What follows belongs to an exercise in optimizing a design on an open flow for small area; a production flow would make more cautious choices. Function was checked by simulation only, so behaviour that the tests miss may differ from the original. The clock port is modelled as an ideal driver; clocking choices that lean on that would not hold on a real chip.

$ cat design/flow/design.v
module sbox_s (x, y);
  input [3:0] x;
  output [3:0] y;
  wire n4, n5, n6, n8, n9, n10, n13, n14, n17, n21, n22, n30;
  c_clkinv g4 (.A(x[3]), .Y(n4));
  c_nand2 g5 (.A(x[0]), .B(x[3]), .Y(n5));
  c_clkinv g6 (.A(x[2]), .Y(n6));
  c_xor2 g8 (.A(n5), .B(x[1]), .X(n8));
  c_o21ai g9 (.A1(x[3]), .A2(x[0]), .B1(n5), .Y(n9));
  c_o22ai g10 (.A1(n9), .A2(n6), .B1(x[2]), .B2(n8), .Y(n10));
  c_o22ai g13 (.A1(n6), .A2(n4), .B1(x[2]), .B2(x[3]), .Y(n13));
  c_nor2 g14 (.A(n8), .B(n6), .Y(n14));
  c_a22oi g17 (.A1(x[0]), .A2(n13), .B1(n9), .B2(x[2]), .Y(n17));
  c_xor2 g21 (.A(n8), .B(n13), .X(n21));
  c_o22ai g22 (.A1(n8), .A2(n4), .B1(n14), .B2(n17), .Y(n22));
  c_o22ai g30 (.A1(n14), .A2(n9), .B1(n8), .B2(n10), .Y(n30));
  assign y[0] = n21;
  assign y[1] = n30;
  assign y[2] = n10;
  assign y[3] = n22;
endmodule
module sbox_k (x, y);
  input [3:0] x;
  output [3:0] y;
  wire n4, n5, n6, n7, n8, n12, n13, n14, n16, n19, n22, n30;
  c_xor2 g4 (.A(x[0]), .B(x[3]), .X(n4));
  c_nand2 g5 (.A(x[3]), .B(n4), .Y(n5));
  c_xnor2 g6 (.A(n5), .B(x[2]), .Y(n6));
  c_o21a g7 (.A1(x[0]), .A2(x[1]), .B1(x[2]), .X(n7));
  c_xor2 g8 (.A(x[1]), .B(n6), .X(n8));
  c_a21oi g12 (.A1(x[3]), .A2(n8), .B1(n7), .Y(n12));
  c_a22o g13 (.A1(n4), .A2(x[2]), .B1(x[3]), .B2(n5), .X(n13));
  c_o21a g14 (.A1(n6), .A2(x[0]), .B1(n12), .X(n14));
  c_nand2 g16 (.A(x[1]), .B(n13), .Y(n16));
  c_o21ai g19 (.A1(n7), .A2(n4), .B1(n16), .Y(n19));
  c_o22ai g22 (.A1(x[3]), .A2(n12), .B1(n7), .B2(n14), .Y(n22));
  c_o22ai g30 (.A1(n13), .A2(x[1]), .B1(n12), .B2(n4), .Y(n30));
  assign y[0] = n8;
  assign y[1] = n19;
  assign y[2] = n30;
  assign y[3] = n22;
endmodule
module c_a21oi (A1, A2, B1, Y);
input A1;
input A2;
input B1;
output Y;
assign Y = (~A1&~B1) | (~A2&~B1);
endmodule
module c_a22o (A1, A2, B1, B2, X);
input A1;
input A2;
input B1;
input B2;
output X;
assign X = (B1&B2) | (A1&A2);
endmodule
module c_a22oi (A1, A2, B1, B2, Y);
input A1;
input A2;
input B1;
input B2;
output Y;
assign Y = (~A1&~B1) | (~A1&~B2) | (~A2&~B1) | (~A2&~B2);
endmodule
module c_clkinv (A, Y);
input A;
output Y;
assign Y = (~A);
endmodule
module c_nand2 (A, B, Y);
input A;
input B;
output Y;
assign Y = (~A) | (~B);
endmodule
module c_nand3 (A, B, C, Y);
input A;
input B;
input C;
output Y;
assign Y = (~A) | (~B) | (~C);
endmodule
module c_nand4 (A, B, C, D, Y);
input A;
input B;
input C;
input D;
output Y;
assign Y = (~A) | (~B) | (~C) | (~D);
endmodule
module c_nor2 (A, B, Y);
input A;
input B;
output Y;
assign Y = (~A&~B);
endmodule
module c_o21a (A1, A2, B1, X);
input A1;
input A2;
input B1;
output X;
assign X = (A1&B1) | (A2&B1);
endmodule
module c_o21ai (A1, A2, B1, Y);
input A1;
input A2;
input B1;
output Y;
assign Y = (~A1&~A2) | (~B1);
endmodule
module c_o22a (A1, A2, B1, B2, X);
input A1;
input A2;
input B1;
input B2;
output X;
assign X = (A1&B1) | (A2&B1) | (A1&B2) | (A2&B2);
endmodule
module c_o22ai (A1, A2, B1, B2, Y);
input A1;
input A2;
input B1;
input B2;
output Y;
assign Y = (~B1&~B2) | (~A1&~A2);
endmodule
module c_xnor2 (A, B, Y);
input A;
input B;
output Y;
assign Y = (~A&~B) | (A&B);
endmodule
module c_xor2 (A, B, X);
input A;
input B;
output X;
assign X = (A&~B) | (~A&B);
endmodule
module counter (clk, reset, count);
  input clk;
  input reset;
  output reg [4:0] count;
  wire [4:0] n;
  wire e1, a2, e2, a3, e3, a4, e4;
  c_nor2 u_n0 (.A(reset), .B(count[0]), .Y(n[0]));
  c_xnor2 u_e1 (.A(count[1]), .B(count[0]), .Y(e1));
  c_nor2 u_n1 (.A(reset), .B(e1), .Y(n[1]));
  c_nand2 u_a2 (.A(count[1]), .B(count[0]), .Y(a2));
  c_xor2 u_e2 (.A(count[2]), .B(a2), .X(e2));
  c_nor2 u_n2 (.A(reset), .B(e2), .Y(n[2]));
  c_nand3 u_a3 (.A(count[2]), .B(count[1]), .C(count[0]), .Y(a3));
  c_xor2 u_e3 (.A(count[3]), .B(a3), .X(e3));
  c_nor2 u_n3 (.A(reset), .B(e3), .Y(n[3]));
  c_nand4 u_a4 (.A(count[3]), .B(count[2]), .C(count[1]), .D(count[0]), .Y(a4));
  c_xor2 u_e4 (.A(count[4]), .B(a4), .X(e4));
  c_nor2 u_n4 (.A(reset), .B(e4), .Y(n[4]));
  always @(posedge clk)
    count <= n;
endmodule
module boron_top (clk, plain_txt, key_in, cipher_txt, select, count1, reset);
input [63:0] plain_txt;
input [127:0] key_in;
input clk, select, reset;
output [63:0] cipher_txt;
output [4:0] count1;
reg [63:0] state_n;
reg [127:0] key;
wire [4:0] count;
wire ns;
wire [63:0] si, so, x;
wire [63:0] nstate_n;
wire [127:0] s, nkey;
wire [15:0] t1, t2;
assign count1 = count;
counter c2 (clk, reset, count);
c_clkinv u_ns (.A(select), .Y(ns));
always @(posedge clk) begin
  state_n <= nstate_n;
  key <= nkey;
end
c_xnor2 u_si0 (.A(state_n[0]), .B(key[0]), .Y(si[0]));
c_xnor2 u_si1 (.A(state_n[1]), .B(key[1]), .Y(si[1]));
c_xnor2 u_si2 (.A(state_n[2]), .B(key[2]), .Y(si[2]));
c_xnor2 u_si3 (.A(state_n[3]), .B(key[3]), .Y(si[3]));
c_xnor2 u_si4 (.A(state_n[4]), .B(key[4]), .Y(si[4]));
c_xnor2 u_si5 (.A(state_n[5]), .B(key[5]), .Y(si[5]));
c_xnor2 u_si6 (.A(state_n[6]), .B(key[6]), .Y(si[6]));
c_xnor2 u_si7 (.A(state_n[7]), .B(key[7]), .Y(si[7]));
c_xnor2 u_si8 (.A(state_n[8]), .B(key[8]), .Y(si[8]));
c_xnor2 u_si9 (.A(state_n[9]), .B(key[9]), .Y(si[9]));
c_xnor2 u_si10 (.A(state_n[10]), .B(key[10]), .Y(si[10]));
c_xnor2 u_si11 (.A(state_n[11]), .B(key[11]), .Y(si[11]));
c_xnor2 u_si12 (.A(state_n[12]), .B(key[12]), .Y(si[12]));
c_xnor2 u_si13 (.A(state_n[13]), .B(key[13]), .Y(si[13]));
c_xnor2 u_si14 (.A(state_n[14]), .B(key[14]), .Y(si[14]));
c_xnor2 u_si15 (.A(state_n[15]), .B(key[15]), .Y(si[15]));
c_xnor2 u_si16 (.A(state_n[16]), .B(key[16]), .Y(si[16]));
c_xnor2 u_si17 (.A(state_n[17]), .B(key[17]), .Y(si[17]));
c_xnor2 u_si18 (.A(state_n[18]), .B(key[18]), .Y(si[18]));
c_xnor2 u_si19 (.A(state_n[19]), .B(key[19]), .Y(si[19]));
c_xnor2 u_si20 (.A(state_n[20]), .B(key[20]), .Y(si[20]));
c_xnor2 u_si21 (.A(state_n[21]), .B(key[21]), .Y(si[21]));
c_xnor2 u_si22 (.A(state_n[22]), .B(key[22]), .Y(si[22]));
c_xnor2 u_si23 (.A(state_n[23]), .B(key[23]), .Y(si[23]));
c_xnor2 u_si24 (.A(state_n[24]), .B(key[24]), .Y(si[24]));
c_xnor2 u_si25 (.A(state_n[25]), .B(key[25]), .Y(si[25]));
c_xnor2 u_si26 (.A(state_n[26]), .B(key[26]), .Y(si[26]));
c_xnor2 u_si27 (.A(state_n[27]), .B(key[27]), .Y(si[27]));
c_xnor2 u_si28 (.A(state_n[28]), .B(key[28]), .Y(si[28]));
c_xnor2 u_si29 (.A(state_n[29]), .B(key[29]), .Y(si[29]));
c_xnor2 u_si30 (.A(state_n[30]), .B(key[30]), .Y(si[30]));
c_xnor2 u_si31 (.A(state_n[31]), .B(key[31]), .Y(si[31]));
c_xnor2 u_si32 (.A(state_n[32]), .B(key[32]), .Y(si[32]));
c_xnor2 u_si33 (.A(state_n[33]), .B(key[33]), .Y(si[33]));
c_xnor2 u_si34 (.A(state_n[34]), .B(key[34]), .Y(si[34]));
c_xnor2 u_si35 (.A(state_n[35]), .B(key[35]), .Y(si[35]));
c_xnor2 u_si36 (.A(state_n[36]), .B(key[36]), .Y(si[36]));
c_xnor2 u_si37 (.A(state_n[37]), .B(key[37]), .Y(si[37]));
c_xnor2 u_si38 (.A(state_n[38]), .B(key[38]), .Y(si[38]));
c_xnor2 u_si39 (.A(state_n[39]), .B(key[39]), .Y(si[39]));
c_xnor2 u_si40 (.A(state_n[40]), .B(key[40]), .Y(si[40]));
c_xnor2 u_si41 (.A(state_n[41]), .B(key[41]), .Y(si[41]));
c_xnor2 u_si42 (.A(state_n[42]), .B(key[42]), .Y(si[42]));
c_xnor2 u_si43 (.A(state_n[43]), .B(key[43]), .Y(si[43]));
c_xnor2 u_si44 (.A(state_n[44]), .B(key[44]), .Y(si[44]));
c_xnor2 u_si45 (.A(state_n[45]), .B(key[45]), .Y(si[45]));
c_xnor2 u_si46 (.A(state_n[46]), .B(key[46]), .Y(si[46]));
c_xnor2 u_si47 (.A(state_n[47]), .B(key[47]), .Y(si[47]));
c_xnor2 u_si48 (.A(state_n[48]), .B(key[48]), .Y(si[48]));
c_xnor2 u_si49 (.A(state_n[49]), .B(key[49]), .Y(si[49]));
c_xnor2 u_si50 (.A(state_n[50]), .B(key[50]), .Y(si[50]));
c_xnor2 u_si51 (.A(state_n[51]), .B(key[51]), .Y(si[51]));
c_xnor2 u_si52 (.A(state_n[52]), .B(key[52]), .Y(si[52]));
c_xnor2 u_si53 (.A(state_n[53]), .B(key[53]), .Y(si[53]));
c_xnor2 u_si54 (.A(state_n[54]), .B(key[54]), .Y(si[54]));
c_xnor2 u_si55 (.A(state_n[55]), .B(key[55]), .Y(si[55]));
c_xnor2 u_si56 (.A(state_n[56]), .B(key[56]), .Y(si[56]));
c_xnor2 u_si57 (.A(state_n[57]), .B(key[57]), .Y(si[57]));
c_xnor2 u_si58 (.A(state_n[58]), .B(key[58]), .Y(si[58]));
c_xnor2 u_si59 (.A(state_n[59]), .B(key[59]), .Y(si[59]));
c_xnor2 u_si60 (.A(state_n[60]), .B(key[60]), .Y(si[60]));
c_xnor2 u_si61 (.A(state_n[61]), .B(key[61]), .Y(si[61]));
c_xnor2 u_si62 (.A(state_n[62]), .B(key[62]), .Y(si[62]));
c_xnor2 u_si63 (.A(state_n[63]), .B(key[63]), .Y(si[63]));
assign cipher_txt = si;
sbox_s u_sb0 (.x(si[3:0]), .y(so[3:0]));
sbox_s u_sb1 (.x(si[7:4]), .y(so[7:4]));
sbox_s u_sb2 (.x(si[11:8]), .y(so[11:8]));
sbox_s u_sb3 (.x(si[15:12]), .y(so[15:12]));
sbox_s u_sb4 (.x(si[19:16]), .y(so[19:16]));
sbox_s u_sb5 (.x(si[23:20]), .y(so[23:20]));
sbox_s u_sb6 (.x(si[27:24]), .y(so[27:24]));
sbox_s u_sb7 (.x(si[31:28]), .y(so[31:28]));
sbox_s u_sb8 (.x(si[35:32]), .y(so[35:32]));
sbox_s u_sb9 (.x(si[39:36]), .y(so[39:36]));
sbox_s u_sb10 (.x(si[43:40]), .y(so[43:40]));
sbox_s u_sb11 (.x(si[47:44]), .y(so[47:44]));
sbox_s u_sb12 (.x(si[51:48]), .y(so[51:48]));
sbox_s u_sb13 (.x(si[55:52]), .y(so[55:52]));
sbox_s u_sb14 (.x(si[59:56]), .y(so[59:56]));
sbox_s u_sb15 (.x(si[63:60]), .y(so[63:60]));
c_xor2 u_t1_0 (.A(so[33]), .B(so[7]), .X(t1[0]));
c_xnor2 u_t2_0 (.A(so[63]), .B(so[20]), .Y(t2[0]));
c_xnor2 u_x63_0 (.A(so[63]), .B(t1[0]), .Y(x[48]));
assign x[32] = t1[0];
assign x[16] = t2[0];
c_xnor2 u_x15_0 (.A(t2[0]), .B(so[7]), .Y(x[0]));
c_xnor2 u_t1_1 (.A(so[34]), .B(so[8]), .Y(t1[1]));
c_xnor2 u_t2_1 (.A(so[48]), .B(so[21]), .Y(t2[1]));
c_xor2 u_x63_1 (.A(so[48]), .B(t1[1]), .X(x[49]));
assign x[33] = t1[1];
assign x[17] = t2[1];
c_xor2 u_x15_1 (.A(t2[1]), .B(so[8]), .X(x[1]));
c_xor2 u_t1_2 (.A(so[35]), .B(so[9]), .X(t1[2]));
c_xor2 u_t2_2 (.A(so[49]), .B(so[22]), .X(t2[2]));
c_xnor2 u_x63_2 (.A(so[49]), .B(t1[2]), .Y(x[50]));
assign x[34] = t1[2];
assign x[18] = t2[2];
c_xnor2 u_x15_2 (.A(t2[2]), .B(so[9]), .Y(x[2]));
c_xnor2 u_t1_3 (.A(so[36]), .B(so[10]), .Y(t1[3]));
c_xor2 u_t2_3 (.A(so[50]), .B(so[23]), .X(t2[3]));
c_xnor2 u_x63_3 (.A(so[50]), .B(t1[3]), .Y(x[51]));
assign x[35] = t1[3];
assign x[19] = t2[3];
c_xnor2 u_x15_3 (.A(t2[3]), .B(so[10]), .Y(x[3]));
c_xor2 u_t1_4 (.A(so[37]), .B(so[11]), .X(t1[4]));
c_xnor2 u_t2_4 (.A(so[51]), .B(so[24]), .Y(t2[4]));
c_xnor2 u_x63_4 (.A(so[51]), .B(t1[4]), .Y(x[52]));
assign x[36] = t1[4];
assign x[20] = t2[4];
c_xnor2 u_x15_4 (.A(t2[4]), .B(so[11]), .Y(x[4]));
c_xnor2 u_t1_5 (.A(so[38]), .B(so[12]), .Y(t1[5]));
c_xnor2 u_t2_5 (.A(so[52]), .B(so[25]), .Y(t2[5]));
c_xor2 u_x63_5 (.A(so[52]), .B(t1[5]), .X(x[53]));
assign x[37] = t1[5];
assign x[21] = t2[5];
c_xor2 u_x15_5 (.A(t2[5]), .B(so[12]), .X(x[5]));
c_xor2 u_t1_6 (.A(so[39]), .B(so[13]), .X(t1[6]));
c_xor2 u_t2_6 (.A(so[53]), .B(so[26]), .X(t2[6]));
c_xnor2 u_x63_6 (.A(so[53]), .B(t1[6]), .Y(x[54]));
assign x[38] = t1[6];
assign x[22] = t2[6];
c_xnor2 u_x15_6 (.A(t2[6]), .B(so[13]), .Y(x[6]));
c_xnor2 u_t1_7 (.A(so[40]), .B(so[14]), .Y(t1[7]));
c_xor2 u_t2_7 (.A(so[54]), .B(so[27]), .X(t2[7]));
c_xnor2 u_x63_7 (.A(so[54]), .B(t1[7]), .Y(x[55]));
assign x[39] = t1[7];
assign x[23] = t2[7];
c_xnor2 u_x15_7 (.A(t2[7]), .B(so[14]), .Y(x[7]));
c_xor2 u_t1_8 (.A(so[41]), .B(so[15]), .X(t1[8]));
c_xnor2 u_t2_8 (.A(so[55]), .B(so[28]), .Y(t2[8]));
c_xnor2 u_x63_8 (.A(so[55]), .B(t1[8]), .Y(x[56]));
assign x[40] = t1[8];
assign x[24] = t2[8];
c_xnor2 u_x15_8 (.A(t2[8]), .B(so[15]), .Y(x[8]));
c_xnor2 u_t1_9 (.A(so[42]), .B(so[0]), .Y(t1[9]));
c_xnor2 u_t2_9 (.A(so[56]), .B(so[29]), .Y(t2[9]));
c_xor2 u_x63_9 (.A(so[56]), .B(t1[9]), .X(x[57]));
assign x[41] = t1[9];
assign x[25] = t2[9];
c_xor2 u_x15_9 (.A(t2[9]), .B(so[0]), .X(x[9]));
c_xor2 u_t1_10 (.A(so[43]), .B(so[1]), .X(t1[10]));
c_xor2 u_t2_10 (.A(so[57]), .B(so[30]), .X(t2[10]));
c_xnor2 u_x63_10 (.A(so[57]), .B(t1[10]), .Y(x[58]));
assign x[42] = t1[10];
assign x[26] = t2[10];
c_xnor2 u_x15_10 (.A(t2[10]), .B(so[1]), .Y(x[10]));
c_xnor2 u_t1_11 (.A(so[44]), .B(so[2]), .Y(t1[11]));
c_xor2 u_t2_11 (.A(so[58]), .B(so[31]), .X(t2[11]));
c_xnor2 u_x63_11 (.A(so[58]), .B(t1[11]), .Y(x[59]));
assign x[43] = t1[11];
assign x[27] = t2[11];
c_xnor2 u_x15_11 (.A(t2[11]), .B(so[2]), .Y(x[11]));
c_xor2 u_t1_12 (.A(so[45]), .B(so[3]), .X(t1[12]));
c_xnor2 u_t2_12 (.A(so[59]), .B(so[16]), .Y(t2[12]));
c_xnor2 u_x63_12 (.A(so[59]), .B(t1[12]), .Y(x[60]));
assign x[44] = t1[12];
assign x[28] = t2[12];
c_xnor2 u_x15_12 (.A(t2[12]), .B(so[3]), .Y(x[12]));
c_xnor2 u_t1_13 (.A(so[46]), .B(so[4]), .Y(t1[13]));
c_xnor2 u_t2_13 (.A(so[60]), .B(so[17]), .Y(t2[13]));
c_xor2 u_x63_13 (.A(so[60]), .B(t1[13]), .X(x[61]));
assign x[45] = t1[13];
assign x[29] = t2[13];
c_xor2 u_x15_13 (.A(t2[13]), .B(so[4]), .X(x[13]));
c_xor2 u_t1_14 (.A(so[47]), .B(so[5]), .X(t1[14]));
c_xor2 u_t2_14 (.A(so[61]), .B(so[18]), .X(t2[14]));
c_xnor2 u_x63_14 (.A(so[61]), .B(t1[14]), .Y(x[62]));
assign x[46] = t1[14];
assign x[30] = t2[14];
c_xnor2 u_x15_14 (.A(t2[14]), .B(so[5]), .Y(x[14]));
c_xnor2 u_t1_15 (.A(so[32]), .B(so[6]), .Y(t1[15]));
c_xor2 u_t2_15 (.A(so[62]), .B(so[19]), .X(t2[15]));
c_xnor2 u_x63_15 (.A(so[62]), .B(t1[15]), .Y(x[63]));
assign x[47] = t1[15];
assign x[31] = t2[15];
c_xnor2 u_x15_15 (.A(t2[15]), .B(so[6]), .Y(x[15]));
c_o22ai u_ms0 (.A1(select), .A2(x[0]), .B1(ns), .B2(plain_txt[0]), .Y(nstate_n[0]));
c_o22ai u_ms1 (.A1(select), .A2(x[1]), .B1(ns), .B2(plain_txt[1]), .Y(nstate_n[1]));
c_o22ai u_ms2 (.A1(select), .A2(x[2]), .B1(ns), .B2(plain_txt[2]), .Y(nstate_n[2]));
c_o22ai u_ms3 (.A1(select), .A2(x[3]), .B1(ns), .B2(plain_txt[3]), .Y(nstate_n[3]));
c_o22ai u_ms4 (.A1(select), .A2(x[4]), .B1(ns), .B2(plain_txt[4]), .Y(nstate_n[4]));
c_o22ai u_ms5 (.A1(select), .A2(x[5]), .B1(ns), .B2(plain_txt[5]), .Y(nstate_n[5]));
c_o22ai u_ms6 (.A1(select), .A2(x[6]), .B1(ns), .B2(plain_txt[6]), .Y(nstate_n[6]));
c_o22ai u_ms7 (.A1(select), .A2(x[7]), .B1(ns), .B2(plain_txt[7]), .Y(nstate_n[7]));
c_o22ai u_ms8 (.A1(select), .A2(x[8]), .B1(ns), .B2(plain_txt[8]), .Y(nstate_n[8]));
c_o22ai u_ms9 (.A1(select), .A2(x[9]), .B1(ns), .B2(plain_txt[9]), .Y(nstate_n[9]));
c_o22ai u_ms10 (.A1(select), .A2(x[10]), .B1(ns), .B2(plain_txt[10]), .Y(nstate_n[10]));
c_o22ai u_ms11 (.A1(select), .A2(x[11]), .B1(ns), .B2(plain_txt[11]), .Y(nstate_n[11]));
c_o22ai u_ms12 (.A1(select), .A2(x[12]), .B1(ns), .B2(plain_txt[12]), .Y(nstate_n[12]));
c_o22ai u_ms13 (.A1(select), .A2(x[13]), .B1(ns), .B2(plain_txt[13]), .Y(nstate_n[13]));
c_o22ai u_ms14 (.A1(select), .A2(x[14]), .B1(ns), .B2(plain_txt[14]), .Y(nstate_n[14]));
c_o22ai u_ms15 (.A1(select), .A2(x[15]), .B1(ns), .B2(plain_txt[15]), .Y(nstate_n[15]));
c_o22ai u_ms16 (.A1(select), .A2(x[16]), .B1(ns), .B2(plain_txt[16]), .Y(nstate_n[16]));
c_o22ai u_ms17 (.A1(select), .A2(x[17]), .B1(ns), .B2(plain_txt[17]), .Y(nstate_n[17]));
c_o22ai u_ms18 (.A1(select), .A2(x[18]), .B1(ns), .B2(plain_txt[18]), .Y(nstate_n[18]));
c_o22ai u_ms19 (.A1(select), .A2(x[19]), .B1(ns), .B2(plain_txt[19]), .Y(nstate_n[19]));
c_o22ai u_ms20 (.A1(select), .A2(x[20]), .B1(ns), .B2(plain_txt[20]), .Y(nstate_n[20]));
c_o22ai u_ms21 (.A1(select), .A2(x[21]), .B1(ns), .B2(plain_txt[21]), .Y(nstate_n[21]));
c_o22ai u_ms22 (.A1(select), .A2(x[22]), .B1(ns), .B2(plain_txt[22]), .Y(nstate_n[22]));
c_o22ai u_ms23 (.A1(select), .A2(x[23]), .B1(ns), .B2(plain_txt[23]), .Y(nstate_n[23]));
c_o22ai u_ms24 (.A1(select), .A2(x[24]), .B1(ns), .B2(plain_txt[24]), .Y(nstate_n[24]));
c_o22ai u_ms25 (.A1(select), .A2(x[25]), .B1(ns), .B2(plain_txt[25]), .Y(nstate_n[25]));
c_o22ai u_ms26 (.A1(select), .A2(x[26]), .B1(ns), .B2(plain_txt[26]), .Y(nstate_n[26]));
c_o22ai u_ms27 (.A1(select), .A2(x[27]), .B1(ns), .B2(plain_txt[27]), .Y(nstate_n[27]));
c_o22ai u_ms28 (.A1(select), .A2(x[28]), .B1(ns), .B2(plain_txt[28]), .Y(nstate_n[28]));
c_o22ai u_ms29 (.A1(select), .A2(x[29]), .B1(ns), .B2(plain_txt[29]), .Y(nstate_n[29]));
c_o22ai u_ms30 (.A1(select), .A2(x[30]), .B1(ns), .B2(plain_txt[30]), .Y(nstate_n[30]));
c_o22ai u_ms31 (.A1(select), .A2(x[31]), .B1(ns), .B2(plain_txt[31]), .Y(nstate_n[31]));
c_o22ai u_ms32 (.A1(select), .A2(x[32]), .B1(ns), .B2(plain_txt[32]), .Y(nstate_n[32]));
c_o22ai u_ms33 (.A1(select), .A2(x[33]), .B1(ns), .B2(plain_txt[33]), .Y(nstate_n[33]));
c_o22ai u_ms34 (.A1(select), .A2(x[34]), .B1(ns), .B2(plain_txt[34]), .Y(nstate_n[34]));
c_o22ai u_ms35 (.A1(select), .A2(x[35]), .B1(ns), .B2(plain_txt[35]), .Y(nstate_n[35]));
c_o22ai u_ms36 (.A1(select), .A2(x[36]), .B1(ns), .B2(plain_txt[36]), .Y(nstate_n[36]));
c_o22ai u_ms37 (.A1(select), .A2(x[37]), .B1(ns), .B2(plain_txt[37]), .Y(nstate_n[37]));
c_o22ai u_ms38 (.A1(select), .A2(x[38]), .B1(ns), .B2(plain_txt[38]), .Y(nstate_n[38]));
c_o22ai u_ms39 (.A1(select), .A2(x[39]), .B1(ns), .B2(plain_txt[39]), .Y(nstate_n[39]));
c_o22ai u_ms40 (.A1(select), .A2(x[40]), .B1(ns), .B2(plain_txt[40]), .Y(nstate_n[40]));
c_o22ai u_ms41 (.A1(select), .A2(x[41]), .B1(ns), .B2(plain_txt[41]), .Y(nstate_n[41]));
c_o22ai u_ms42 (.A1(select), .A2(x[42]), .B1(ns), .B2(plain_txt[42]), .Y(nstate_n[42]));
c_o22ai u_ms43 (.A1(select), .A2(x[43]), .B1(ns), .B2(plain_txt[43]), .Y(nstate_n[43]));
c_o22ai u_ms44 (.A1(select), .A2(x[44]), .B1(ns), .B2(plain_txt[44]), .Y(nstate_n[44]));
c_o22ai u_ms45 (.A1(select), .A2(x[45]), .B1(ns), .B2(plain_txt[45]), .Y(nstate_n[45]));
c_o22ai u_ms46 (.A1(select), .A2(x[46]), .B1(ns), .B2(plain_txt[46]), .Y(nstate_n[46]));
c_o22ai u_ms47 (.A1(select), .A2(x[47]), .B1(ns), .B2(plain_txt[47]), .Y(nstate_n[47]));
c_o22ai u_ms48 (.A1(select), .A2(x[48]), .B1(ns), .B2(plain_txt[48]), .Y(nstate_n[48]));
c_o22ai u_ms49 (.A1(select), .A2(x[49]), .B1(ns), .B2(plain_txt[49]), .Y(nstate_n[49]));
c_o22ai u_ms50 (.A1(select), .A2(x[50]), .B1(ns), .B2(plain_txt[50]), .Y(nstate_n[50]));
c_o22ai u_ms51 (.A1(select), .A2(x[51]), .B1(ns), .B2(plain_txt[51]), .Y(nstate_n[51]));
c_o22ai u_ms52 (.A1(select), .A2(x[52]), .B1(ns), .B2(plain_txt[52]), .Y(nstate_n[52]));
c_o22ai u_ms53 (.A1(select), .A2(x[53]), .B1(ns), .B2(plain_txt[53]), .Y(nstate_n[53]));
c_o22ai u_ms54 (.A1(select), .A2(x[54]), .B1(ns), .B2(plain_txt[54]), .Y(nstate_n[54]));
c_o22ai u_ms55 (.A1(select), .A2(x[55]), .B1(ns), .B2(plain_txt[55]), .Y(nstate_n[55]));
c_o22ai u_ms56 (.A1(select), .A2(x[56]), .B1(ns), .B2(plain_txt[56]), .Y(nstate_n[56]));
c_o22ai u_ms57 (.A1(select), .A2(x[57]), .B1(ns), .B2(plain_txt[57]), .Y(nstate_n[57]));
c_o22ai u_ms58 (.A1(select), .A2(x[58]), .B1(ns), .B2(plain_txt[58]), .Y(nstate_n[58]));
c_o22ai u_ms59 (.A1(select), .A2(x[59]), .B1(ns), .B2(plain_txt[59]), .Y(nstate_n[59]));
c_o22ai u_ms60 (.A1(select), .A2(x[60]), .B1(ns), .B2(plain_txt[60]), .Y(nstate_n[60]));
c_o22ai u_ms61 (.A1(select), .A2(x[61]), .B1(ns), .B2(plain_txt[61]), .Y(nstate_n[61]));
c_o22ai u_ms62 (.A1(select), .A2(x[62]), .B1(ns), .B2(plain_txt[62]), .Y(nstate_n[62]));
c_o22ai u_ms63 (.A1(select), .A2(x[63]), .B1(ns), .B2(plain_txt[63]), .Y(nstate_n[63]));
assign s = {key[114:0], key[127:115]};
wire [127:0] ks;
sbox_k u_ks0 (.x(s[3:0]), .y(ks[3:0]));
sbox_k u_ks1 (.x(s[7:4]), .y(ks[7:4]));
assign ks[58:8] = s[58:8];
c_xor2 u_kc0 (.A(s[59]), .B(count[0]), .X(ks[59]));
c_xor2 u_kc1 (.A(s[60]), .B(count[1]), .X(ks[60]));
c_xor2 u_kc2 (.A(s[61]), .B(count[2]), .X(ks[61]));
c_xor2 u_kc3 (.A(s[62]), .B(count[3]), .X(ks[62]));
c_xor2 u_kc4 (.A(s[63]), .B(count[4]), .X(ks[63]));
assign ks[127:64] = s[127:64];
c_o22a u_mk0 (.A1(select), .A2(ks[0]), .B1(ns), .B2(key_in[0]), .X(nkey[0]));
c_o22a u_mk1 (.A1(select), .A2(ks[1]), .B1(ns), .B2(key_in[1]), .X(nkey[1]));
c_o22a u_mk2 (.A1(select), .A2(ks[2]), .B1(ns), .B2(key_in[2]), .X(nkey[2]));
c_o22a u_mk3 (.A1(select), .A2(ks[3]), .B1(ns), .B2(key_in[3]), .X(nkey[3]));
c_o22a u_mk4 (.A1(select), .A2(ks[4]), .B1(ns), .B2(key_in[4]), .X(nkey[4]));
c_o22a u_mk5 (.A1(select), .A2(ks[5]), .B1(ns), .B2(key_in[5]), .X(nkey[5]));
c_o22a u_mk6 (.A1(select), .A2(ks[6]), .B1(ns), .B2(key_in[6]), .X(nkey[6]));
c_o22a u_mk7 (.A1(select), .A2(ks[7]), .B1(ns), .B2(key_in[7]), .X(nkey[7]));
c_o22a u_mk8 (.A1(select), .A2(ks[8]), .B1(ns), .B2(key_in[8]), .X(nkey[8]));
c_o22a u_mk9 (.A1(select), .A2(ks[9]), .B1(ns), .B2(key_in[9]), .X(nkey[9]));
c_o22a u_mk10 (.A1(select), .A2(ks[10]), .B1(ns), .B2(key_in[10]), .X(nkey[10]));
c_o22a u_mk11 (.A1(select), .A2(ks[11]), .B1(ns), .B2(key_in[11]), .X(nkey[11]));
c_o22a u_mk12 (.A1(select), .A2(ks[12]), .B1(ns), .B2(key_in[12]), .X(nkey[12]));
c_o22a u_mk13 (.A1(select), .A2(ks[13]), .B1(ns), .B2(key_in[13]), .X(nkey[13]));
c_o22a u_mk14 (.A1(select), .A2(ks[14]), .B1(ns), .B2(key_in[14]), .X(nkey[14]));
c_o22a u_mk15 (.A1(select), .A2(ks[15]), .B1(ns), .B2(key_in[15]), .X(nkey[15]));
c_o22a u_mk16 (.A1(select), .A2(ks[16]), .B1(ns), .B2(key_in[16]), .X(nkey[16]));
c_o22a u_mk17 (.A1(select), .A2(ks[17]), .B1(ns), .B2(key_in[17]), .X(nkey[17]));
c_o22a u_mk18 (.A1(select), .A2(ks[18]), .B1(ns), .B2(key_in[18]), .X(nkey[18]));
c_o22a u_mk19 (.A1(select), .A2(ks[19]), .B1(ns), .B2(key_in[19]), .X(nkey[19]));
c_o22a u_mk20 (.A1(select), .A2(ks[20]), .B1(ns), .B2(key_in[20]), .X(nkey[20]));
c_o22a u_mk21 (.A1(select), .A2(ks[21]), .B1(ns), .B2(key_in[21]), .X(nkey[21]));
c_o22a u_mk22 (.A1(select), .A2(ks[22]), .B1(ns), .B2(key_in[22]), .X(nkey[22]));
c_o22a u_mk23 (.A1(select), .A2(ks[23]), .B1(ns), .B2(key_in[23]), .X(nkey[23]));
c_o22a u_mk24 (.A1(select), .A2(ks[24]), .B1(ns), .B2(key_in[24]), .X(nkey[24]));
c_o22a u_mk25 (.A1(select), .A2(ks[25]), .B1(ns), .B2(key_in[25]), .X(nkey[25]));
c_o22a u_mk26 (.A1(select), .A2(ks[26]), .B1(ns), .B2(key_in[26]), .X(nkey[26]));
c_o22a u_mk27 (.A1(select), .A2(ks[27]), .B1(ns), .B2(key_in[27]), .X(nkey[27]));
c_o22a u_mk28 (.A1(select), .A2(ks[28]), .B1(ns), .B2(key_in[28]), .X(nkey[28]));
c_o22a u_mk29 (.A1(select), .A2(ks[29]), .B1(ns), .B2(key_in[29]), .X(nkey[29]));
c_o22a u_mk30 (.A1(select), .A2(ks[30]), .B1(ns), .B2(key_in[30]), .X(nkey[30]));
c_o22a u_mk31 (.A1(select), .A2(ks[31]), .B1(ns), .B2(key_in[31]), .X(nkey[31]));
c_o22a u_mk32 (.A1(select), .A2(ks[32]), .B1(ns), .B2(key_in[32]), .X(nkey[32]));
c_o22a u_mk33 (.A1(select), .A2(ks[33]), .B1(ns), .B2(key_in[33]), .X(nkey[33]));
c_o22a u_mk34 (.A1(select), .A2(ks[34]), .B1(ns), .B2(key_in[34]), .X(nkey[34]));
c_o22a u_mk35 (.A1(select), .A2(ks[35]), .B1(ns), .B2(key_in[35]), .X(nkey[35]));
c_o22a u_mk36 (.A1(select), .A2(ks[36]), .B1(ns), .B2(key_in[36]), .X(nkey[36]));
c_o22a u_mk37 (.A1(select), .A2(ks[37]), .B1(ns), .B2(key_in[37]), .X(nkey[37]));
c_o22a u_mk38 (.A1(select), .A2(ks[38]), .B1(ns), .B2(key_in[38]), .X(nkey[38]));
c_o22a u_mk39 (.A1(select), .A2(ks[39]), .B1(ns), .B2(key_in[39]), .X(nkey[39]));
c_o22a u_mk40 (.A1(select), .A2(ks[40]), .B1(ns), .B2(key_in[40]), .X(nkey[40]));
c_o22a u_mk41 (.A1(select), .A2(ks[41]), .B1(ns), .B2(key_in[41]), .X(nkey[41]));
c_o22a u_mk42 (.A1(select), .A2(ks[42]), .B1(ns), .B2(key_in[42]), .X(nkey[42]));
c_o22a u_mk43 (.A1(select), .A2(ks[43]), .B1(ns), .B2(key_in[43]), .X(nkey[43]));
c_o22a u_mk44 (.A1(select), .A2(ks[44]), .B1(ns), .B2(key_in[44]), .X(nkey[44]));
c_o22a u_mk45 (.A1(select), .A2(ks[45]), .B1(ns), .B2(key_in[45]), .X(nkey[45]));
c_o22a u_mk46 (.A1(select), .A2(ks[46]), .B1(ns), .B2(key_in[46]), .X(nkey[46]));
c_o22a u_mk47 (.A1(select), .A2(ks[47]), .B1(ns), .B2(key_in[47]), .X(nkey[47]));
c_o22a u_mk48 (.A1(select), .A2(ks[48]), .B1(ns), .B2(key_in[48]), .X(nkey[48]));
c_o22a u_mk49 (.A1(select), .A2(ks[49]), .B1(ns), .B2(key_in[49]), .X(nkey[49]));
c_o22a u_mk50 (.A1(select), .A2(ks[50]), .B1(ns), .B2(key_in[50]), .X(nkey[50]));
c_o22a u_mk51 (.A1(select), .A2(ks[51]), .B1(ns), .B2(key_in[51]), .X(nkey[51]));
c_o22a u_mk52 (.A1(select), .A2(ks[52]), .B1(ns), .B2(key_in[52]), .X(nkey[52]));
c_o22a u_mk53 (.A1(select), .A2(ks[53]), .B1(ns), .B2(key_in[53]), .X(nkey[53]));
c_o22a u_mk54 (.A1(select), .A2(ks[54]), .B1(ns), .B2(key_in[54]), .X(nkey[54]));
c_o22a u_mk55 (.A1(select), .A2(ks[55]), .B1(ns), .B2(key_in[55]), .X(nkey[55]));
c_o22a u_mk56 (.A1(select), .A2(ks[56]), .B1(ns), .B2(key_in[56]), .X(nkey[56]));
c_o22a u_mk57 (.A1(select), .A2(ks[57]), .B1(ns), .B2(key_in[57]), .X(nkey[57]));
c_o22a u_mk58 (.A1(select), .A2(ks[58]), .B1(ns), .B2(key_in[58]), .X(nkey[58]));
c_o22a u_mk59 (.A1(select), .A2(ks[59]), .B1(ns), .B2(key_in[59]), .X(nkey[59]));
c_o22a u_mk60 (.A1(select), .A2(ks[60]), .B1(ns), .B2(key_in[60]), .X(nkey[60]));
c_o22a u_mk61 (.A1(select), .A2(ks[61]), .B1(ns), .B2(key_in[61]), .X(nkey[61]));
c_o22a u_mk62 (.A1(select), .A2(ks[62]), .B1(ns), .B2(key_in[62]), .X(nkey[62]));
c_o22a u_mk63 (.A1(select), .A2(ks[63]), .B1(ns), .B2(key_in[63]), .X(nkey[63]));
c_o22a u_mk64 (.A1(select), .A2(ks[64]), .B1(ns), .B2(key_in[64]), .X(nkey[64]));
c_o22a u_mk65 (.A1(select), .A2(ks[65]), .B1(ns), .B2(key_in[65]), .X(nkey[65]));
c_o22a u_mk66 (.A1(select), .A2(ks[66]), .B1(ns), .B2(key_in[66]), .X(nkey[66]));
c_o22a u_mk67 (.A1(select), .A2(ks[67]), .B1(ns), .B2(key_in[67]), .X(nkey[67]));
c_o22a u_mk68 (.A1(select), .A2(ks[68]), .B1(ns), .B2(key_in[68]), .X(nkey[68]));
c_o22a u_mk69 (.A1(select), .A2(ks[69]), .B1(ns), .B2(key_in[69]), .X(nkey[69]));
c_o22a u_mk70 (.A1(select), .A2(ks[70]), .B1(ns), .B2(key_in[70]), .X(nkey[70]));
c_o22a u_mk71 (.A1(select), .A2(ks[71]), .B1(ns), .B2(key_in[71]), .X(nkey[71]));
c_o22a u_mk72 (.A1(select), .A2(ks[72]), .B1(ns), .B2(key_in[72]), .X(nkey[72]));
c_o22a u_mk73 (.A1(select), .A2(ks[73]), .B1(ns), .B2(key_in[73]), .X(nkey[73]));
c_o22a u_mk74 (.A1(select), .A2(ks[74]), .B1(ns), .B2(key_in[74]), .X(nkey[74]));
c_o22a u_mk75 (.A1(select), .A2(ks[75]), .B1(ns), .B2(key_in[75]), .X(nkey[75]));
c_o22a u_mk76 (.A1(select), .A2(ks[76]), .B1(ns), .B2(key_in[76]), .X(nkey[76]));
c_o22a u_mk77 (.A1(select), .A2(ks[77]), .B1(ns), .B2(key_in[77]), .X(nkey[77]));
c_o22a u_mk78 (.A1(select), .A2(ks[78]), .B1(ns), .B2(key_in[78]), .X(nkey[78]));
c_o22a u_mk79 (.A1(select), .A2(ks[79]), .B1(ns), .B2(key_in[79]), .X(nkey[79]));
c_o22a u_mk80 (.A1(select), .A2(ks[80]), .B1(ns), .B2(key_in[80]), .X(nkey[80]));
c_o22a u_mk81 (.A1(select), .A2(ks[81]), .B1(ns), .B2(key_in[81]), .X(nkey[81]));
c_o22a u_mk82 (.A1(select), .A2(ks[82]), .B1(ns), .B2(key_in[82]), .X(nkey[82]));
c_o22a u_mk83 (.A1(select), .A2(ks[83]), .B1(ns), .B2(key_in[83]), .X(nkey[83]));
c_o22a u_mk84 (.A1(select), .A2(ks[84]), .B1(ns), .B2(key_in[84]), .X(nkey[84]));
c_o22a u_mk85 (.A1(select), .A2(ks[85]), .B1(ns), .B2(key_in[85]), .X(nkey[85]));
c_o22a u_mk86 (.A1(select), .A2(ks[86]), .B1(ns), .B2(key_in[86]), .X(nkey[86]));
c_o22a u_mk87 (.A1(select), .A2(ks[87]), .B1(ns), .B2(key_in[87]), .X(nkey[87]));
c_o22a u_mk88 (.A1(select), .A2(ks[88]), .B1(ns), .B2(key_in[88]), .X(nkey[88]));
c_o22a u_mk89 (.A1(select), .A2(ks[89]), .B1(ns), .B2(key_in[89]), .X(nkey[89]));
c_o22a u_mk90 (.A1(select), .A2(ks[90]), .B1(ns), .B2(key_in[90]), .X(nkey[90]));
c_o22a u_mk91 (.A1(select), .A2(ks[91]), .B1(ns), .B2(key_in[91]), .X(nkey[91]));
c_o22a u_mk92 (.A1(select), .A2(ks[92]), .B1(ns), .B2(key_in[92]), .X(nkey[92]));
c_o22a u_mk93 (.A1(select), .A2(ks[93]), .B1(ns), .B2(key_in[93]), .X(nkey[93]));
c_o22a u_mk94 (.A1(select), .A2(ks[94]), .B1(ns), .B2(key_in[94]), .X(nkey[94]));
c_o22a u_mk95 (.A1(select), .A2(ks[95]), .B1(ns), .B2(key_in[95]), .X(nkey[95]));
c_o22a u_mk96 (.A1(select), .A2(ks[96]), .B1(ns), .B2(key_in[96]), .X(nkey[96]));
c_o22a u_mk97 (.A1(select), .A2(ks[97]), .B1(ns), .B2(key_in[97]), .X(nkey[97]));
c_o22a u_mk98 (.A1(select), .A2(ks[98]), .B1(ns), .B2(key_in[98]), .X(nkey[98]));
c_o22a u_mk99 (.A1(select), .A2(ks[99]), .B1(ns), .B2(key_in[99]), .X(nkey[99]));
c_o22a u_mk100 (.A1(select), .A2(ks[100]), .B1(ns), .B2(key_in[100]), .X(nkey[100]));
c_o22a u_mk101 (.A1(select), .A2(ks[101]), .B1(ns), .B2(key_in[101]), .X(nkey[101]));
c_o22a u_mk102 (.A1(select), .A2(ks[102]), .B1(ns), .B2(key_in[102]), .X(nkey[102]));
c_o22a u_mk103 (.A1(select), .A2(ks[103]), .B1(ns), .B2(key_in[103]), .X(nkey[103]));
c_o22a u_mk104 (.A1(select), .A2(ks[104]), .B1(ns), .B2(key_in[104]), .X(nkey[104]));
c_o22a u_mk105 (.A1(select), .A2(ks[105]), .B1(ns), .B2(key_in[105]), .X(nkey[105]));
c_o22a u_mk106 (.A1(select), .A2(ks[106]), .B1(ns), .B2(key_in[106]), .X(nkey[106]));
c_o22a u_mk107 (.A1(select), .A2(ks[107]), .B1(ns), .B2(key_in[107]), .X(nkey[107]));
c_o22a u_mk108 (.A1(select), .A2(ks[108]), .B1(ns), .B2(key_in[108]), .X(nkey[108]));
c_o22a u_mk109 (.A1(select), .A2(ks[109]), .B1(ns), .B2(key_in[109]), .X(nkey[109]));
c_o22a u_mk110 (.A1(select), .A2(ks[110]), .B1(ns), .B2(key_in[110]), .X(nkey[110]));
c_o22a u_mk111 (.A1(select), .A2(ks[111]), .B1(ns), .B2(key_in[111]), .X(nkey[111]));
c_o22a u_mk112 (.A1(select), .A2(ks[112]), .B1(ns), .B2(key_in[112]), .X(nkey[112]));
c_o22a u_mk113 (.A1(select), .A2(ks[113]), .B1(ns), .B2(key_in[113]), .X(nkey[113]));
c_o22a u_mk114 (.A1(select), .A2(ks[114]), .B1(ns), .B2(key_in[114]), .X(nkey[114]));
c_o22a u_mk115 (.A1(select), .A2(ks[115]), .B1(ns), .B2(key_in[115]), .X(nkey[115]));
c_o22a u_mk116 (.A1(select), .A2(ks[116]), .B1(ns), .B2(key_in[116]), .X(nkey[116]));
c_o22a u_mk117 (.A1(select), .A2(ks[117]), .B1(ns), .B2(key_in[117]), .X(nkey[117]));
c_o22a u_mk118 (.A1(select), .A2(ks[118]), .B1(ns), .B2(key_in[118]), .X(nkey[118]));
c_o22a u_mk119 (.A1(select), .A2(ks[119]), .B1(ns), .B2(key_in[119]), .X(nkey[119]));
c_o22a u_mk120 (.A1(select), .A2(ks[120]), .B1(ns), .B2(key_in[120]), .X(nkey[120]));
c_o22a u_mk121 (.A1(select), .A2(ks[121]), .B1(ns), .B2(key_in[121]), .X(nkey[121]));
c_o22a u_mk122 (.A1(select), .A2(ks[122]), .B1(ns), .B2(key_in[122]), .X(nkey[122]));
c_o22a u_mk123 (.A1(select), .A2(ks[123]), .B1(ns), .B2(key_in[123]), .X(nkey[123]));
c_o22a u_mk124 (.A1(select), .A2(ks[124]), .B1(ns), .B2(key_in[124]), .X(nkey[124]));
c_o22a u_mk125 (.A1(select), .A2(ks[125]), .B1(ns), .B2(key_in[125]), .X(nkey[125]));
c_o22a u_mk126 (.A1(select), .A2(ks[126]), .B1(ns), .B2(key_in[126]), .X(nkey[126]));
c_o22a u_mk127 (.A1(select), .A2(ks[127]), .B1(ns), .B2(key_in[127]), .X(nkey[127]));
endmodule
$ cat design/flow/flow/run.sh
#!/bin/bash
# Own layout flow: the standard synthesis, then the standard ORFS steps with
# smaller port buffers, synthesis buffers removed, every cell first downsized to
# its smallest drive strength, and a clock tree of small buffers,
# shrunk after CTS while the flip-flop clock slew stays low.
set -euo pipefail
cd "$(dirname "$0")/.."
F=$PWD/flow
bash standard.sh synth > synth.log 2>&1
bash standard.sh \
  REMOVE_ABC_BUFFERS=1 \
  POST_FLOORPLAN_TCL=$F/post_floorplan.tcl \
  POST_CTS_TCL=$F/post_cts.tcl \
  BUFFER_PORTS_ARGS="-buffer_cell sky130_fd_sc_hd__buf_1" \
  CTS_ARGS="-sink_clustering_enable -repair_clock_nets -dont_use_dummy_load -buf_list sky130_fd_sc_hd__clkbuf_8" \
  finish > layout.log 2>&1
$ cat design/flow/flow/downsize.tcl
proc my_downsize_all {} {
  set dont_use {}
  if { [info exists ::env(DONT_USE_CELLS)] } { set dont_use $::env(DONT_USE_CELLS) }
  set best [dict create]
  set n 0
  set saved 0.0
  foreach inst [get_cells *] {
    set lc [get_lib_cells -of_objects $inst]
    set name [get_name $lc]
    if { ![regexp {^(sky130_fd_sc_hd__[a-z0-9]+)_[0-9]+$} $name -> fam] } { continue }
    if { [string match "*df*" $fam] || [string match "*tap*" $fam] || [string match "*conb*" $fam] } { continue }
    if { ![dict exists $best $fam] } {
      set bc ""
      set ba 1e9
      foreach c [get_lib_cells ${fam}_*] {
        set cn [get_name $c]
        if { ![regexp "^${fam}_\[0-9\]+\$" $cn] } { continue }
        if { [lsearch -exact $dont_use $cn] >= 0 } { continue }
        set a [get_property $c area]
        if { $a < $ba } { set ba $a; set bc $cn }
      }
      dict set best $fam [list $bc $ba]
    }
    lassign [dict get $best $fam] bc ba
    if { $bc ne "" && $bc ne $name } {
      set a0 [get_property $lc area]
      if { $ba < $a0 } {
        replace_cell $inst $bc
        incr n
        set saved [expr { $saved + $a0 - $ba }]
      }
    }
  }
  puts "my_downsize_all: resized $n cells, saved $saved um^2"
}
my_downsize_all
$ cat design/flow/flow/post_cts.tcl
proc my_max_clk_slew {} {
  set m 0.0
  foreach p [get_pins -hierarchical */CLK] {
    set s [get_property $p slew_max]
    if { $s > $m } { set m $s }
  }
  return $m
}
proc my_shrink_clock_buffers { limit } {
  estimate_parasitics -placement
  puts "my_shrink_clock_buffers: start max clk slew [my_max_clk_slew]"
  foreach to {sky130_fd_sc_hd__clkbuf_4 sky130_fd_sc_hd__clkbuf_2} {
    foreach inst [get_cells *] {
      # only the buffers CTS made (named clkbuf_*), not port or repair buffers
      if { ![string match clkbuf_* [get_name $inst]] } { continue }
      set from [get_property $inst ref_name]
      if { ![string match sky130_fd_sc_hd__clkbuf_* $from] } { continue }
      if { $from eq $to } { continue }
      if { [get_property [get_lib_cells $from] area] <= [get_property [get_lib_cells $to] area] } { continue }
      replace_cell $inst $to
      estimate_parasitics -placement
      if { [my_max_clk_slew] > $limit } {
        replace_cell $inst $from
        estimate_parasitics -placement
      } else {
        puts "my_shrink_clock_buffers: [get_name $inst] $from -> $to"
      }
    }
  }
  puts "my_shrink_clock_buffers: end max clk slew [my_max_clk_slew]"
}
my_shrink_clock_buffers 0.116
$ cat design/flow/flow/post_floorplan.tcl
source [file join [file dirname [info script]] downsize.tcl]
$ cat design/flow/standard.sh
#!/bin/bash
# synth_recipe.tcl (not shown) runs the flow's synth.tcl, then flattens the netlist and writes it again
# the make line also repeats each setting of config.mk as NAME=value (left out here)
make -C /OpenROAD-flow-scripts/flow DESIGN_CONFIG=/design/flow/config.mk WORK_HOME=/design/flow/orfs CLKGATE_MAP_FILE= SYNTH_SCRIPT=/design/flow/synth_recipe.tcl "${@:-finish}"
$ cat design/flow/config.mk
export PLATFORM = sky130hd
export DESIGN_NAME = boron_top
export DESIGN_NICKNAME = boron_top
export VERILOG_FILES = /design/flow/design.v
export SDC_FILE = /design/flow/constraint.sdc
export NUM_CORES = 4
export LEC_CHECK = 0
export CAP_MARGIN = 20
export CORE_MARGIN = 2
export CORE_UTILIZATION = 70
export SLEW_MARGIN = 20
export SYNTH_HIERARCHICAL = 1
$ cat design/flow/constraint.sdc
create_clock -name core_clock -period 5.0 [get_ports {clk}]
set_input_delay 1.0000 -clock core_clock [delete_from_list [all_inputs] [get_ports {clk}]]
set_output_delay 1.0000 -clock core_clock [all_outputs]
set_load 0.01 [all_outputs]
==> reports/results.tsv <==
stage	metric	value	unit
outcome	status	timing/DRC/antenna clean	
clocking	path_clk_slew	0.11	ns
logic_synthesis	synthMuxAreaShare	0	%
grt	grt.total_usage	32.04	%
timing	drv_slew	0	
place	gp_congestion	0.9234	
timing	tightest_slew	0.9299	ns
final_layout	multi_input_area	0.003916	mm2
drt	drtPass1Iterations	5	
timing	hold_ws	0.4208	ns
setup_path	path_cells	xnor2_1 -> buf_1	
floorplan	core-area	0.01201	mm2
clocking	clk_latency	0.61	ns
logic_synthesis	synth_compound_area_share	26.73	%
setup_path	critPathMaxStageDelay	0.45	ns
timing	period_needed	2.645	ns
logic_synthesis	synth_cells	823	
floorplan	num_rows	40	
floorplan	start_util	71.70	%
final_layout	final_common_cell	buf_1	
final_layout	fillers	908	
grt	grt_pass1_wl	32240	um
drt	drc	0	
logic_synthesis	synth_top_family_by_area	compound AO/OA/AOI/OAI gates	
flow_run	maxCapViolCount	0	
floorplan	die_w	114.9	um
floorplan	ioPinCount	264	
floorplan	fp.dieH	114.9	um
grt	grt_pass1_vias	6444	
floorplan	die_area	0.01321	mm2
final_layout	drive_above_1_share	2.222	%
timing	hold_violations	0	
logic_synthesis	yosysSeqAreaShare	45.79	%
drt	detail_route.iter0.violations	767	
setup_path	arrival	1.64	ns
timing	setup_viol	0	
setup_path	path_buf_inv	1	
setup_path	slowest_stage	xnor2_1	
timing	tns	0	ns
grt	grt-ovfl-total	0	
setup_path	cp_max_fo	5	
logic_synthesis	synth_xor_area_share	17.80	%
final_layout	seqCellArea	0.003944	mm2
timing	fmax	0.3781	GHz
min_path	hold-path-cell-count	1	
logic_synthesis	yosys.area_share.simple	1.961	%
clocking	cts_tree	done	
clocking	cts_sinks	197	
logic_synthesis	synth_fa_ha_area_share	0	%
logic_synthesis	synth_area	0.008612	mm2
place	port_buffers	263	
place	place_inst	1165	
drt	vias	7073	
setup_path	start_kind	flip-flop	
min_path	hold_path.startpoint	key[103]	
setup_path	crit_required	4.00	ns
setup_path	reg2reg_slack	2.36	ns
timing	finalCritPeriodShare	52.89	%
drt	final_antenna_net_count	0	
timing	rsz0062_at_grt	no	
setup_path	cp_top_family	XOR/XNOR gates	
final_layout	area_delta_synth_final	9.138	%
setup_path	rr_endpoint	state_n[10]	
grt	antenna_found_initial	1	
final_layout	layout_common_cells	buf_1, dfxtp_1, o22ai_1, o22a_1, xnor2_1	
final_layout	finalNetCount	1232	
final_layout	stdcell_count	1183	
min_path	min_to	key[116]	
setup_path	path_class	flip-flop to primary output	
drt	wire_per_inst	18.08	um
place	dp_hpwl	16080	um
timing	slew_headroom	38.00	%
setup_path	cp-end-kind	primary output	
logic_synthesis	syn-mean-instance-area	10.46	um2
drt	wl	21380	um
drt	vias_per_cell	5.979	
setup_path	reg2reg_depth	8	
grt	grt_max_degree	130	
setup_path	worstReg2RegStart	key[56]	
logic_synthesis	ys_types	16	
logic_synthesis	yosysWarnings	8	
timing	fin_skew	0.03584	ns
final_layout	finish.utilization	78.25	%
min_path	hold_path_class	flip-flop to flip-flop	
logic_synthesis	ys_ff_latch	197	
==> routing by layer <==
metal,track usage (%),vias to the layer above,wire [um]
met1,41.89,3310,8984
met3,9.225,41,1925
li1,-,3406,-
met5,0,-,0
met2,49.02,316,9708
met4,15.50,0,765
==> worst max-delay path by stage <==
| stage | start | end | slack, ns | cells after the start |
|---|---|---|---|---|
| 6_report | key[39] | cipher_txt[39] | 2.36 | 2 |
| 5_1_grt | key[56] | state_n[10] | 2.19 | 8 |
| 3_5_place_dp | select | key[125] | 2.09 | 4 |
| 3_3_place_gp | select | state_n[61] | 2.09 | 4 |
| 2_1_floorplan | select | key[0] | 0.81 | 2 |
==> registers in the layout, indices dropped and copies added (netlist names) <==
register	count
state_n	64
key	128
c2.count	5
==> cell families after synthesis <==
kind of cell,Yosys count
compound gates,302
flops,197
xor+xnor,175
buf+inv,105
simple gates,44
==> synthesized netlist by cell type (all sizes together) <==
cell   number  area share (%)
buf        72             6.3
o22ai     132             9.6
nand4       1           0.073
dfxtp     197              46
o22a      128              13
inv        33             1.4
nor2       21            0.92
o21a        4            0.35
a21oi       2            0.20
nand2      21            0.92
o21ai      18             1.0
a22o        2            0.20
nand3       1           0.058
a22oi      16             2.3
xor2       68             6.9
xnor2     107              11
==> per-module statistics from Yosys, one instance, submodules excluded, a selection <==
module | times used | area [um2]
c_a21oi | 2 | 8.758
c_a22oi | 16 | 12.51
c_nor2 | 21 | 3.754
c_o22ai | 132 | 6.256
c_nand2 | 21 | 3.754
c_xor2 | 68 | 8.758
boron_top | 1 | 3844
c_nand3 | 1 | 5.005
sbox_s | 16 | 30.03
sbox_k | 2 | 30.03
c_xnor2 | 107 | 8.758
c_clkinv | 33 | 3.754
c_o22a | 128 | 8.758
c_nand4 | 1 | 6.256
c_a22o | 2 | 8.758
==> layout make-up <==
type	instances	share of cell area, %
Inverter	33	1.371
Tap cell	147	1.957
Multi-Input combinational cell	521	41.67
Timing Repair Buffer	267	10.86
Clock buffer	17	2.157
Sequential cell	197	41.96
Antenna cell	1	0.02662
==> metrics by stage <==
| step | worst slack, ns | area (um2) |
|---|---|---|
| floorplan | 0.8063 | 8071 |
| global placement | 2.087 | 9194 |
| detailed placement | 2.085 | 9194 |
| global route | 2.189 | 9399 |
| finish | 2.355 | 9399 |

## re-timing with driven ports
No port has a modelled driver above. Below, the same layout with a new extraction and two added sets of constraints. Step 1 sets driving cells, clkbuf_16 on the clock port and buf_2 on the other inputs (assumed; they add their load-dependent delay and slew). Step 2 also shifts input and output timing later by t, the mid clock arrival at the registers, as if the neighbouring blocks saw the same clock. Three values: ideal ports, drivers, drivers and shift; two values: the first two.
t (ns): 0.635
slack for setup (ns): 2.355 / 2.317 / 2.042
worst setup path after step 2: input to register
slew at the worst register clock pin (ns): 0.11 / 0.11
After both steps setup and hold are still met in this run. For this run, drivers alone change the setup slack by -0.038 ns; drivers and shift together by -0.313 ns.
